This is an optimization exercise on Yosys and OpenROAD, whose aim is small area, a short achievable clock period and few clock cycles, not a production implementation. In this exercise RTL edits were held to simulation tests only and were not proved equivalent to the original. No activity file was given, so power comes from the tool's default toggle rates.

<file path="flow/config.mk">
export PLATFORM = sky130hd
export DESIGN_NAME = ALU
export DESIGN_NICKNAME = ALU
export VERILOG_FILES = /design/flow/design.v
export SDC_FILE = /design/flow/constraint.sdc
export NUM_CORES = 4
export LEC_CHECK = 0
export CAP_MARGIN = 20
export CORE_MARGIN = 2
export CORE_UTILIZATION = 40
export PLACE_DENSITY = 0.6
export SLEW_MARGIN = 20
</file>
<file path="flow/design.v">
module ALU #(
    parameter DATA_W = 32
)
(
    input                       i_clk,    
    input                       i_rst_n,  
    input                       i_valid,  
    input [DATA_W - 1 : 0]      i_A,      
    input [DATA_W - 1 : 0]      i_B,      
    input [         2 : 0]      i_inst,   
    output [2*DATA_W - 1 : 0]   o_data,   
    output                      o_done    
);
    parameter S_IDLE           = 2'd0;
    parameter S_ONE_CYCLE_OP   = 2'd1;
    parameter S_MULTI_CYCLE_OP = 2'd2;
    parameter ADD  = 3'd0;
    parameter SUB  = 3'd1;
    parameter AND  = 3'd2;
    parameter OR   = 3'd3;
    parameter SLT  = 3'd4;
    parameter SRA  = 3'd5;
    parameter MUL  = 3'd6;
    parameter DIV  = 3'd7;
    reg done, done_nxt;
    reg [2*DATA_W - 1 : 0] shift_register, shift_register_nxt;
    reg [4:0] counter , counter_nxt;
    reg [32:0] alu_out;
    reg div_control;
    reg  [1: 0] state, state_nxt;  
    reg  [DATA_W-1: 0] operand_a, operand_a_nxt;
    reg  [DATA_W-1: 0] operand_b, operand_b_nxt;
    reg  [2: 0] inst, inst_nxt;
    assign o_done = done;
    assign o_data = shift_register;
    always @(*) begin
        if (i_valid) begin
            operand_a_nxt = i_A;
            operand_b_nxt = i_B;
            inst_nxt      = i_inst;
        end
        else begin
            operand_a_nxt = operand_a;
            operand_b_nxt = operand_b;
            inst_nxt      = inst;
        end
    end
    always @(*) begin
        case(state)
            S_IDLE: begin
                if (i_valid) begin
                    if (i_inst <= 3'd5) begin
                        state_nxt = S_ONE_CYCLE_OP;
                    end else begin
                        state_nxt = S_MULTI_CYCLE_OP;
                    end
                end else begin
                    state_nxt = S_IDLE;
                end
            end
            S_ONE_CYCLE_OP: begin
                state_nxt = S_IDLE;
            end
            S_MULTI_CYCLE_OP: begin
                if (counter == 5'd31) begin
                    state_nxt = S_IDLE;
                end else begin
                    state_nxt = state;
                end
            end
            default : state_nxt = state;
        endcase
    end
    always @(*) begin
        if (state == S_MULTI_CYCLE_OP) begin
            counter_nxt = counter + 1'b1;
        end else begin
            counter_nxt = 5'b0;
        end
    end
    always @(*) begin
        div_control = 1'b0;
        alu_out = 33'd0;
        case(state)
            S_ONE_CYCLE_OP: begin
                div_control = 1'b0;
                if (inst == ADD) begin
                    alu_out = $signed(shift_register[31:0]) + $signed(operand_b);
                    if ($signed(shift_register[31:0]) > 0 && $signed(operand_b) > 0 && $signed(alu_out[31:0]) < 0) begin
                        alu_out[31:0] = {1'b0, {31{1'b1}}};
                    end else if ($signed(shift_register[31:0]) < 0 && $signed(operand_b) < 0 && $signed(alu_out[31:0]) >= 0) begin
                        alu_out[31:0] = {1'b1, {31{1'b0}}};
                    end else begin
                        alu_out[31:0] = $signed(shift_register[31:0]) + $signed(operand_b);
                    end
                end 
                else if (inst == SUB) begin
                    alu_out = $signed(shift_register[31:0]) - $signed(operand_b);
                    if ($signed(shift_register[31:0]) >= 0 && $signed(operand_b) < 0 && $signed(alu_out[31:0]) < 0) begin
                        alu_out[31:0] = {1'b0, {31{1'b1}}};
                    end else if ($signed(shift_register[31:0]) < 0 && $signed(operand_b) > 0 && $signed(alu_out[31:0]) > 0) begin
                        alu_out[31:0] = {1'b1, {31{1'b0}}};
                    end else begin
                        alu_out[31:0] = $signed(shift_register[31:0]) - $signed(operand_b);
                    end 
                end 
                else if (inst == AND) begin
                    alu_out[31:0] = shift_register[31:0] & operand_b;
                end 
                else if (inst == OR) begin
                    alu_out[31:0] = shift_register[31:0] | operand_b;
                end 
                else if (inst == SLT) begin
                    if ($signed(shift_register[31:0]) < $signed(operand_b)) begin
                        alu_out = 33'd1;
                    end else begin
                        alu_out = 33'd0;
                    end
                end
                else begin
                    alu_out[31:0] = $signed(shift_register[31:0]) >>> operand_b;
                end
            end
            S_MULTI_CYCLE_OP: begin
                if (inst == MUL) begin
                    div_control = 1'b0;
                    if (shift_register[0] == 1'b1) begin
                        alu_out = shift_register[63:32] + operand_b;
                    end else begin
                        alu_out = shift_register[63:32];
                    end
                end
                else begin
                    div_control = shift_register[63:32] >= operand_b;
                    if (div_control) begin
                        alu_out = shift_register[63:32] - operand_b;
                    end else begin
                        alu_out = shift_register[63:32];
                    end
                end
            end
            default: begin
                div_control = 1'b0;
                alu_out = 33'd0;
            end
        endcase
    end
    always @(*) begin
        case(state) 
            S_ONE_CYCLE_OP: begin
                done_nxt = 1'b1;
            end
            S_MULTI_CYCLE_OP: begin
                if (counter == 31) begin
                    done_nxt = 1'b1;
                end else begin
                    done_nxt = 1'b0;
                end
            end
            default: done_nxt = 1'b0;
        endcase
    end
    always @(*) begin
        shift_register_nxt = shift_register;
        case(state)
            S_IDLE: begin
                if (i_valid) begin
                    if (i_inst == DIV) begin
                        shift_register_nxt = {31'd0, i_A, 1'b0};
                    end else begin
                        shift_register_nxt = {32'd0, i_A};
                    end
                end else begin
                    shift_register_nxt = 64'd0;
                end
            end
            S_ONE_CYCLE_OP: begin
                shift_register_nxt = {{32{1'b0}}, alu_out[31:0]}; 
            end
            S_MULTI_CYCLE_OP: begin
                if (inst == MUL) begin
                    shift_register_nxt = {alu_out, shift_register[31:1]};
                end else begin
                    if (div_control) begin
                        shift_register_nxt[32:0] = {shift_register[31:0], 1'b1};
                    end else begin
                        shift_register_nxt[32:0] = {shift_register[31:0], 1'b0};
                    end
                    if (counter == 31) begin
                        shift_register_nxt[63:32] = alu_out;
                    end else begin
                        shift_register_nxt[63:33] = alu_out[30:0];
                    end
                end
            end
            default: begin
                shift_register_nxt = shift_register;
            end
        endcase
    end
    always @(posedge i_clk or negedge i_rst_n) begin
        if (!i_rst_n) begin
            state       <= S_IDLE;
            operand_a   <= 32'd0;
            operand_b   <= 32'd0;
            inst        <= 3'd0;
            done        <= 1'b0;
            counter     <= 5'd0;
            shift_register <= 64'd0;
        end else begin
            state       <= state_nxt;
            operand_a   <= operand_a_nxt;
            operand_b   <= operand_b_nxt;
            inst        <= inst_nxt;
            done        <= done_nxt;
            counter     <= counter_nxt;
            shift_register <= shift_register_nxt;
        end
    end
endmodule
</file>
<file path="flow/run.sh">
#!/bin/bash
# synth_recipe.tcl (not shown) runs the flow's synth.tcl, then flattens the netlist and writes it again
# the make line also repeats each setting of config.mk as NAME=value (left out here)
make -C /OpenROAD-flow-scripts/flow DESIGN_CONFIG=/design/flow/config.mk WORK_HOME=/design/flow/orfs CLKGATE_MAP_FILE= SYNTH_SCRIPT=/design/flow/synth_recipe.tcl finish
</file>
<file path="flow/constraint.sdc">
create_clock -name core_clock -period 8.0 [get_ports {i_clk}]
set_input_delay 1.6000 -clock core_clock [delete_from_list [all_inputs] [get_ports {i_clk}]]
set_output_delay 1.6000 -clock core_clock [all_outputs]
set_load 0.01 [all_outputs]
</file>
==> run notes <==
-- synthesized netlist by cell type, drive strengths merged, types with 58 or more instances --
cell / number / area [um^2]
nor2: 278 / 1040
a21oi: 263 / 1340
nand2: 228 / 856
o21ai: 203 / 1020
ha: 165 / 2060
clkbuf: 150 / 566
inv: 137 / 514
dfrtp: 107 / 2680
nor3: 75 / 380
mux2i: 72 / 721
xnor2: 60 / 526
a211oi: 58 / 445
o22ai: 58 / 363
-- worst max-delay path: stages (launching register included) --
cell,delay (ps)
dfrtp_2,420
inv_1,620
ha_1,570
o211ai_1,250
a21oi_1,110
o21ai_0,760
nand2_1,260
a21oi_2,370
o41a_1,720
o21ai_0,610
o21ai_0,360
a21oi_1,180
a31oi_1,610
o21ai_0,220
a21boi_0,190
-- through the flow --
| step | setup WS, ps | total power [mW] | hold slack, ps | instance area, um^2 |
|---|---|---|---|---|
| 2_1_floorplan | 3430 | 2.41 | 425 | 18600 |
| 3_3_place_gp | 1980 | 3.53 | 452 | 20400 |
| 3_5_place_dp | 1960 | 3.52 | 467 | 20400 |
| 4_1_cts | 1940 | 4.08 | 480 | 20800 |
| 5_1_grt | 1570 | 4.37 | 503 | 20800 |
| 6_report | 1580 | 4.23 | 468 | 20800 |
-- state kept, by name, summed over array words and instances, names as in the netlist --
signal and count:
counter 5, done 1, inst 3, operand_b 32, shift_register 64, state 2
-- kinds of logic after synthesis --
group           Yosys count
xor+xnor                 71
mux                      93
compound gates         1018
flops                   107
simple gates            848
buf+inv                 320
fa+ha+maj               169
-- worst max-delay path by stage --
stage                         end  cells after the start               start  slack [ps]
2_1_floorplan  shift_register[34]                     17   shift_register[0]        3430
6_report       shift_register[23]                     14        operand_b[2]        1580
3_3_place_gp   shift_register[23]                     14        operand_b[2]        1980
4_1_cts        shift_register[23]                     14        operand_b[2]        1940
5_1_grt        shift_register[26]                     15  shift_register[25]        1570
3_5_place_dp   shift_register[55]                     14        operand_b[2]        1960
-- cell type report --
class / count / area share (%)
tap: 607 / 3.65
clock inverter: 7 / 0.559
multi-input combinational: 2199 / 70.9
clock buffer: 9 / 1.08
antenna: 4 / 0.0481
inverter: 142 / 2.56
sequential: 107 / 12.9
timing repair buffer: 186 / 8.34
-- layer usage --
| layer | up-vias | track usage [%] | wire [um] |
|---|---|---|---|
| li1 | 9854 | - | - |
| met1 | 11300 | 58.1 | 43700 |
| met2 | 1708 | 66.8 | 46600 |
| met3 | 313 | 8.42 | 11000 |
| met4 | 2 | 25.2 | 7210 |
| met5 | - | 0 | 13 |
-- power groups by stage --
| stage | Clock [mW] | Combinational [mW] | Sequential, mW |
|---|---|---|---|
| after floorplan | 0 | 1.71 | 0.707 |
| after global placement | 0 | 2.76 | 0.769 |
| after detailed placement | 0 | 2.75 | 0.771 |
| after CTS | 0.557 | 2.76 | 0.760 |
| after global routing | 0.579 | 3.02 | 0.770 |
| final | 0.561 | 2.89 | 0.773 |
==> results.py <==
metrics = {
    "run_status": {
        "status": "timing/DRC/antenna clean",
    },
    "timing": {
        "fin_crit_sh_pct": 80.3,
        "worstMarginPinSlew_ps": 1210,
        "min_period_ps": 6420,
        "skew_ps": 21.9,
        "tns_ps": 0,
        "fmax_mhz": 156,
        "drv_slew": 0,
        "finalHoldViolCount": 0,
        "timing.slew.headroom_pct": 18.4,
        "rsz0062_at_grt": "false",
        "setup_violations": 0,
    },
    "cts": {
        "cts_tree": "yes",
        "clkTransAtPathRegs_ps": 100,
        "clk_latency_ps": 410,
        "postCtsSetupRepairBufs": 0,
        "cts_root_buf": "clkbuf_16",
        "cts_num_sinks": 107,
        "cts.hold.buffers_added": 0,
        "cts_buffer_depth": 2,
        "cts_resized": 0,
        "numCtsBuffers": 9,
        "cts_max_level": 3,
    },
    "route": {
        "final_antenna_net_count": 0,
        "dr.pass1.iters": 7,
        "routed_wl_um": 109000,
        "vias_per_cell": 7.10,
        "num_vias": 23200,
        "drt_iter0_markers": 3618,
        "drcViolationCount": 0,
        "routedWlPerCell_um": 33.3,
    },
    "die": {
        "start_util_pct": 40.2,
        "fp.dieH_um": 220,
        "die_area_um2": 48300,
        "die_w_um": 220,
        "core-area_um2": 46300,
        "num_rows": 79,
        "pin_count": 135,
    },
    "yosys": {
        "synth_nets": 2865,
        "ys_async_sr_fraction_pct": 100,
        "synth_top_family_by_area": "compound AO/OA/AOI/OAI gates",
        "synth_compound_area_share_pct": 36.7,
        "syn_area_per_cell_um2": 7.09,
        "ys_seq_area_share_pct": 14.4,
        "synthSimpleGateAreaFrac_pct": 21.5,
        "ys_warn_count": 1,
        "synth_edf_count": 0,
        "ys_types": 102,
        "netlist_area_um2": 18600,
        "synthCells": 2626,
        "ys_ff_latch": 107,
        "synth_xor_area_share_pct": 3.34,
        "synth_ff_type": "dfrtp_1",
        "muxShareOfSynthArea_pct": 5.87,
        "synth_adder_area_share_pct": 11.5,
    },
    "worst_hold_path": {
        "worstHoldPathCells": 1,
        "whs_endpoint": "counter[0]",
        "worst_hold_startpoint": "counter[0]",
        "hold_path_class": "flop to flop",
    },
    "grt": {
        "grt_max_degree": 70,
        "track_usage_pct": 44.0,
        "grt_remaining_overflow": 0,
        "antenna_found_initial": 3,
        "grt_pass1_vias": 21300,
        "grt_pass1_wl_um": 154000,
    },
    "power_and_ir_drop": {
        "pwr-share-comb_pct": 68.5,
        "p_leak_nw": 8.62,
        "ir_drop_mv": 0.110,
        "pwr_density_cell_nw_per_um2": 203,
        "clock_power_share_pct": 13.3,
        "p_sw_share_pct": 57.1,
        "pwr-share-seq_pct": 18.3,
        "p_int_mw": 1.81,
        "p_switching_mw": 2.41,
    },
    "finish": {
        "multi_input_area_um2": 14800,
        "final_nets": 2884,
        "layout_commonest_cell": "nor2_1",
        "area_delta_synth_final_pct": 11.8,
        "mostFrequentLayoutCells": "nor2_1, a21oi_1, nand2_1, o21ai_0, ha_1",
        "drive_gt1_share_pct": 5.89,
        "seq_area_um2": 2680,
        "fill_cells": 4891,
        "stdcell_count": 3261,
        "utilization_pct": 45.0,
    },
    "worst_setup_path": {
        "reg2reg_to": "shift_register[23]",
        "start_kind": "flop",
        "required_ps": 8260,
        "crit_type": "flop to flop",
        "path_max_fanout": 17,
        "ff2ff_setup_slack_ps": 1580,
        "worstPathArrival_ps": 6680,
        "rr_worst_depth": 14,
        "cp-end-kind": "flop",
        "r2r-start": "operand_b[2]",
    },
    "placement": {
        "dp_hpwl_um": 85600,
        "gp_congestion": 1.07,
        "dp_cells": 3241,
        "io_buffers": 134,
    },
    "run": {
        "cap_violations": 0,
    },
}
Testbench counts, summed over its fixed seeds: cycles 45,816.

re-timing with driven ports:
Ports are ideal in the flow. The routed layout listed here was re-timed in OpenROAD. Step 1 sets driving cells, clkbuf_16 on the clock port and buf_2 on the other inputs (assumed; they add their load-dependent delay and slew). Step 2, shift: input delay + t, output delay - t, t = (earliest + latest rising clock arrival at the registers) / 2. This alone moves slack from input paths to output paths. Slacks: ideal / step 1 / step 2; pairs: ideal / step 1.
shift t [ns]: 0.452
setup WS [ns]: 1.576 / 1.576 / 1.576
worst setup path after step 2: register to register
worst register clock-pin slew, ns: 0.10 / 0.10
After both steps setup and hold are still met in this run. For this run, drivers alone change the setup slack by 0.000 ns; drivers and shift together by 0.000 ns.
